This design comes from an exercise in tuning for small area, a short achievable clock period and few clock cycles per item on the open sky130 flow, not from production work.
At most, simulation tests tie the RTL to the original design; equivalence was not proved.
No activity file was given, so power comes from the tool's default toggle rates.

==> build 37 <==
Design MUL, start of the top module:
module MUL #(
    parameter WIDTH = 32
) (
    input  [ 0:0] clk,
    input  [ 0:0] rst,
    input  [ 0:0] start,
    input  [31:0] a,
    input  [31:0] b,
    output [63:0] res,
    output [ 0:0] finish
);
clock: 4.0 ns
lec_check: 0
cap_margin: 20
core_margin: 2
core_utilization: 40
setup_slack_margin: 1.5
slew_margin: 20
run.sh (not shown) runs the stock make flow with config.mk's settings and CLKGATE_MAP_FILE= SYNTH_SCRIPT=/design/flow/synth_recipe.tcl, a recipe that flattens the netlist after the stock synthesis.
==> build 6 (differences from build 37) <==
Settings changed: CTS_BUF_LIST from default to sky130_fd_sc_hd__clkbuf_8, SETUP_SLACK_MARGIN 1.5 to 1.2.
==> trial 70 (differences from build 37) <==
Settings changed: CORE_UTILIZATION 40 to 45, CTS_BUF_LIST from default to sky130_fd_sc_hd__clkbuf_8, SETUP_SLACK_MARGIN 1.5 to 1.45.
==> build 57 (differences from build 37) <==
Settings changed: SETUP_SLACK_MARGIN 1.5 to 1.2.
==> notes <==
- Utilization, lowest first: build 6, build 57, build 37, trial 70.
- In critical path depth, build 37 and trial 70 do not differ.
- Between build 57 and trial 70, the lower first-iteration DRC count is in trial 70 (gap 12%, measured against trial 70).
- Against build 37, the combinational power of build 57 is lower by 12%.
- Trial 70 ran to the end with no violations. Build 57 produced a clean layout. Build 6 completed with no timing, DRC or antenna violations. Build 37 completed without violations.
- Clock-buffer cell count is the same in build 57 and trial 70.
==> figures <==
quantity                                                                               build 37                 build 57                  build 6                 trial 70
Outcome                                                                 complete, no violations  complete, no violations  complete, no violations  complete, no violations
Startpoint of the worst-slack reg-to-reg timing path                                   two_q[0]                 one_q[0]                 neg_q[0]                 two_q[0]
R2R cell count                                                                                7                        7                        8                        7
Sw Ratio                                                                                 44.71%                   45.49%                   46.44%                   45.68%
Count of routing violations after the opening detailed-route iteration                      571                      695                      698                      619
Area growth syn-to-layout                                                                31.15%                   19.57%                   18.00%                   27.32%
Period utilization                                                                       64.21%                   69.15%                   68.46%                   64.21%
Capture point of the worst reg-to-reg path                                              c_q[14]                  c_q[17]                   c_q[6]                  c_q[19]
Layout cell share with drive strength beyond 1                                           25.24%                   8.937%                   8.293%                   22.78%
Final WL                                                                               31470 um                 29510 um                 29240 um                 31030 um
Seq. pwr                                                                                3.04 mW                  3.02 mW                  3.01 mW                  3.03 mW
Total iterations of the first detailed-routing run                                            5                        5                        5                        6
Testbench counts of build 37, summed over its fixed seeds: cycles 5,376, items 768.
Testbench counts of build 6, summed over its fixed seeds: cycles 5,376, items 768.
Testbench counts of trial 70, summed over its fixed seeds: cycles 5,376, items 768.
Testbench counts of build 57, summed over its fixed seeds: cycles 5,376, items 768.

---

==> v8: inputs <==
Another version of the RTL of MUL (not shown whole).
Settings: LEC_CHECK=0, CAP_MARGIN=20, CORE_MARGIN=2, CORE_UTILIZATION=40, CTS_BUF_LIST=sky130_fd_sc_hd__clkbuf_8, SETUP_SLACK_MARGIN=1.4, SLEW_MARGIN=20; clock period 4.0 ns.
==> v16 (differences from v8) <==
--- a/flow/design.v
+++ b/flow/design.v
@@ -580,150 +580,13 @@
 wire [32:0] c_t = {1'b0, 1'b0, ~neg_q[3], hs7, fs127, fs126, fs125, fs124, fs123, fs122, fs121, fs120, fs119, fs118, fs117, fs116, fs115, fs114, fs113, fs112, fs111, fs110, fs109, fs108, fs107, fs106, fs105, fs104, fs103, fs102, fs101, fs100, fs99};
 wire [7:0] ls_t = {fc97, fc96, fc95, fc94, fc93, fc92, hc6, hs6};
 wire [7:0] lc_t = {fs98, fs97, fs96, fs95, fs94, fs93, fs92, hs4};
 wire [8:0] u = {1'b0, ls_q} + {1'b0, lc_q};
 wire [7:0] low = {u[7] ^ (u[6] & n3_q), u[6] ^ n3_q, u[5:0]};
 wire [1:0] lowc = {u[7] & u[6] & n3_q, u[8]} & {2{~first}};
-wire [37:0] fa_x = {s_q[29:0], ls_q}, fa_y = {c_q[29:0], lc_q};
-wire [37:0] fg0 = fa_x & fa_y, fp0 = fa_x ^ fa_y;
-wire bg0 = fg0[1] | (fp0[1] & fg0[0]);
-wire bp0 = fp0[1] & fp0[0];
-wire bg1 = fg0[3] | (fp0[3] & fg0[2]);
-wire bp1 = fp0[3] & fp0[2];
-wire bg2 = fg0[5] | (fp0[5] & fg0[4]);
-wire bp2 = fp0[5] & fp0[4];
-wire bg3 = fg0[7] | (fp0[7] & fg0[6]);
-wire bp3 = fp0[7] & fp0[6];
-wire bg4 = fg0[9] | (fp0[9] & fg0[8]);
-wire bp4 = fp0[9] & fp0[8];
-wire bg5 = fg0[11] | (fp0[11] & fg0[10]);
-wire bp5 = fp0[11] & fp0[10];
-wire bg6 = fg0[13] | (fp0[13] & fg0[12]);
-wire bp6 = fp0[13] & fp0[12];
-wire bg7 = fg0[15] | (fp0[15] & fg0[14]);
-wire bp7 = fp0[15] & fp0[14];
-wire bg8 = fg0[17] | (fp0[17] & fg0[16]);
-wire bp8 = fp0[17] & fp0[16];
-wire bg9 = fg0[19] | (fp0[19] & fg0[18]);
-wire bp9 = fp0[19] & fp0[18];
-wire bg10 = fg0[21] | (fp0[21] & fg0[20]);
-wire bp10 = fp0[21] & fp0[20];
-wire bg11 = fg0[23] | (fp0[23] & fg0[22]);
-wire bp11 = fp0[23] & fp0[22];
-wire bg12 = fg0[25] | (fp0[25] & fg0[24]);
-wire bp12 = fp0[25] & fp0[24];
-wire bg13 = fg0[27] | (fp0[27] & fg0[26]);
-wire bp13 = fp0[27] & fp0[26];
-wire bg14 = fg0[29] | (fp0[29] & fg0[28]);
-wire bp14 = fp0[29] & fp0[28];
-wire bg15 = fg0[31] | (fp0[31] & fg0[30]);
-wire bp15 = fp0[31] & fp0[30];
-wire bg16 = fg0[33] | (fp0[33] & fg0[32]);
-wire bp16 = fp0[33] & fp0[32];
-wire bg17 = fg0[35] | (fp0[35] & fg0[34]);
-wire bp17 = fp0[35] & fp0[34];
-wire bg18 = fg0[37] | (fp0[37] & fg0[36]);
-wire bp18 = fp0[37] & fp0[36];
-wire bg19 = bg1 | (bp1 & bg0);
-wire bp19 = bp1 & bp0;
-wire bg20 = bg3 | (bp3 & bg2);
-wire bp20 = bp3 & bp2;
-wire bg21 = bg5 | (bp5 & bg4);
-wire bp21 = bp5 & bp4;
-wire bg22 = bg7 | (bp7 & bg6);
-wire bp22 = bp7 & bp6;
-wire bg23 = bg9 | (bp9 & bg8);
-wire bp23 = bp9 & bp8;
-wire bg24 = bg11 | (bp11 & bg10);
-wire bp24 = bp11 & bp10;
-wire bg25 = bg13 | (bp13 & bg12);
-wire bp25 = bp13 & bp12;
-wire bg26 = bg15 | (bp15 & bg14);
-wire bp26 = bp15 & bp14;
-wire bg27 = bg17 | (bp17 & bg16);
-wire bp27 = bp17 & bp16;
-wire bg28 = bg20 | (bp20 & bg19);
-wire bp28 = bp20 & bp19;
-wire bg29 = bg22 | (bp22 & bg21);
-wire bp29 = bp22 & bp21;
-wire bg30 = bg24 | (bp24 & bg23);
-wire bp30 = bp24 & bp23;
-wire bg31 = bg26 | (bp26 & bg25);
-wire bp31 = bp26 & bp25;
-wire bg32 = bg29 | (bp29 & bg28);
-wire bp32 = bp29 & bp28;
-wire bg33 = bg31 | (bp31 & bg30);
-wire bp33 = bp31 & bp30;
-wire bg34 = bg33 | (bp33 & bg32);
-wire bp34 = bp33 & bp32;
-wire bg35 = bg30 | (bp30 & bg32);
-wire bp35 = bp30 & bp32;
-wire bg36 = bg21 | (bp21 & bg28);
-wire bp36 = bp21 & bp28;
-wire bg37 = bg23 | (bp23 & bg32);
-wire bp37 = bp23 & bp32;
-wire bg38 = bg25 | (bp25 & bg35);
-wire bp38 = bp25 & bp35;
-wire bg39 = bg27 | (bp27 & bg34);
-wire bp39 = bp27 & bp34;
-wire bg40 = bg2 | (bp2 & bg19);
-wire bp40 = bp2 & bp19;
-wire bg41 = bg4 | (bp4 & bg28);
-wire bp41 = bp4 & bp28;
-wire bg42 = bg6 | (bp6 & bg36);
-wire bp42 = bp6 & bp36;
-wire bg43 = bg8 | (bp8 & bg32);
-wire bp43 = bp8 & bp32;
-wire bg44 = bg10 | (bp10 & bg37);
-wire bp44 = bp10 & bp37;
-wire bg45 = bg12 | (bp12 & bg35);
-wire bp45 = bp12 & bp35;
-wire bg46 = bg14 | (bp14 & bg38);
-wire bp46 = bp14 & bp38;
-wire bg47 = bg16 | (bp16 & bg34);
-wire bp47 = bp16 & bp34;
-wire bg48 = bg18 | (bp18 & bg39);
-wire bp48 = bp18 & bp39;
-wire bg49 = fg0[2] | (fp0[2] & bg0);
-wire bp49 = fp0[2] & bp0;
-wire bg50 = fg0[4] | (fp0[4] & bg19);
-wire bp50 = fp0[4] & bp19;
-wire bg51 = fg0[6] | (fp0[6] & bg40);
-wire bp51 = fp0[6] & bp40;
-wire bg52 = fg0[8] | (fp0[8] & bg28);
-wire bp52 = fp0[8] & bp28;
-wire bg53 = fg0[10] | (fp0[10] & bg41);
-wire bp53 = fp0[10] & bp41;
-wire bg54 = fg0[12] | (fp0[12] & bg36);
-wire bp54 = fp0[12] & bp36;
-wire bg55 = fg0[14] | (fp0[14] & bg42);
-wire bp55 = fp0[14] & bp42;
-wire bg56 = fg0[16] | (fp0[16] & bg32);
-wire bp56 = fp0[16] & bp32;
-wire bg57 = fg0[18] | (fp0[18] & bg43);
-wire bp57 = fp0[18] & bp43;
-wire bg58 = fg0[20] | (fp0[20] & bg37);
-wire bp58 = fp0[20] & bp37;
-wire bg59 = fg0[22] | (fp0[22] & bg44);
-wire bp59 = fp0[22] & bp44;
-wire bg60 = fg0[24] | (fp0[24] & bg35);
-wire bp60 = fp0[24] & bp35;
-wire bg61 = fg0[26] | (fp0[26] & bg45);
-wire bp61 = fp0[26] & bp45;
-wire bg62 = fg0[28] | (fp0[28] & bg38);
-wire bp62 = fp0[28] & bp38;
-wire bg63 = fg0[30] | (fp0[30] & bg46);
-wire bp63 = fp0[30] & bp46;
-wire bg64 = fg0[32] | (fp0[32] & bg34);
-wire bp64 = fp0[32] & bp34;
-wire bg65 = fg0[34] | (fp0[34] & bg47);
-wire bp65 = fp0[34] & bp47;
-wire bg66 = fg0[36] | (fp0[36] & bg39);
-wire bp66 = fp0[36] & bp39;
-wire [37:0] fcg = {bg48, bg66, bg39, bg65, bg47, bg64, bg34, bg63, bg46, bg62, bg38, bg61, bg45, bg60, bg35, bg59, bg44, bg58, bg37, bg57, bg43, bg56, bg32, bg55, bg42, bg54, bg36, bg53, bg41, bg52, bg28, bg51, bg40, bg50, bg19, bg49, bg0, fg0[0]};
-wire [37:0] fin = fp0 ^ {fcg[36:0], 1'b0};
+wire [37:0] fin = {s_q[29:0], ls_q} + {c_q[29:0], lc_q};
 wire [32:0] bm = {1'b0, b[30:0], 1'b0};    
 wire [8:0] w0 = bm[8:0];
 wire [8:0] w1 = bm[16:8];
 wire [8:0] w2 = bm[24:16];
 wire [8:0] w3 = bm[32:24];
 wire [8:0] wn = ({9{~|p[2:0]}} & w0) |
- CTS_BUF_LIST: sky130_fd_sc_hd__clkbuf_8 -> unset
- SETUP_SLACK_MARGIN: 1.4 -> 0.9
==> v3 (differences from v8) <==
- CTS_BUF_LIST: sky130_fd_sc_hd__clkbuf_8 -> unset
- SETUP_SLACK_MARGIN: 1.4 -> 1.2
==> comparison table <==
	v3	v16	v8
Outcome	timing/DRC/antenna clean	timing/DRC/antenna clean	timing/DRC/antenna clean
Area grow syn2layout	24.4%	18.8%	27.4%
DP Cell Count	1,437	1,581	1,438
Classification of the worst setup path	flop to flop	input pin to flop	flop to flop
Total vias in the final route	7,608	8,377	7,731
Number of standard cells in the final layout excluding fillers	1,485	1,614	1,501
Placed cell areas	0.0124 mm^2	0.0128 mm^2	0.0125 mm^2
Slowest stage cell, crit path	sky130_fd_sc_hd__fa_2	sky130_fd_sc_hd__clkdlybuf4s50_1	sky130_fd_sc_hd__fa_2
Flip-flop and latch power	3.15 mW	3.08 mW	3.12 mW
Destination of the worst hold path	l_q[23]	l_q[16]	l_q[14]
Count of multi-input gates	668	789	668
Worst max-slew margin expressed relative to the limit	63.5%	34.0%	62.1%
Worst path arrival time	3180 ps	3350 ps	3250 ps
Setup repair after global routing missed its margin	yes	no	yes
Insertion delay of the later-clocked pin in the worst-skew pair	450 ps	440 ps	480 ps
Die Wd	168 um	172 um	168 um
Total routing usage reported by global routing	20.3%	20.5%	20.0%
Routability Congestion	0.845	0.817	0.801
Clk pwr	1.76 mW	1.66 mW	1.33 mW
M2 GR Usage	32.6%	35.1%	33.4%
Testbench counts of v16, summed over its fixed seeds: cycles 5,376, items 768.
For v8 and v3, only the layout was checked, not whether the RTL still works.
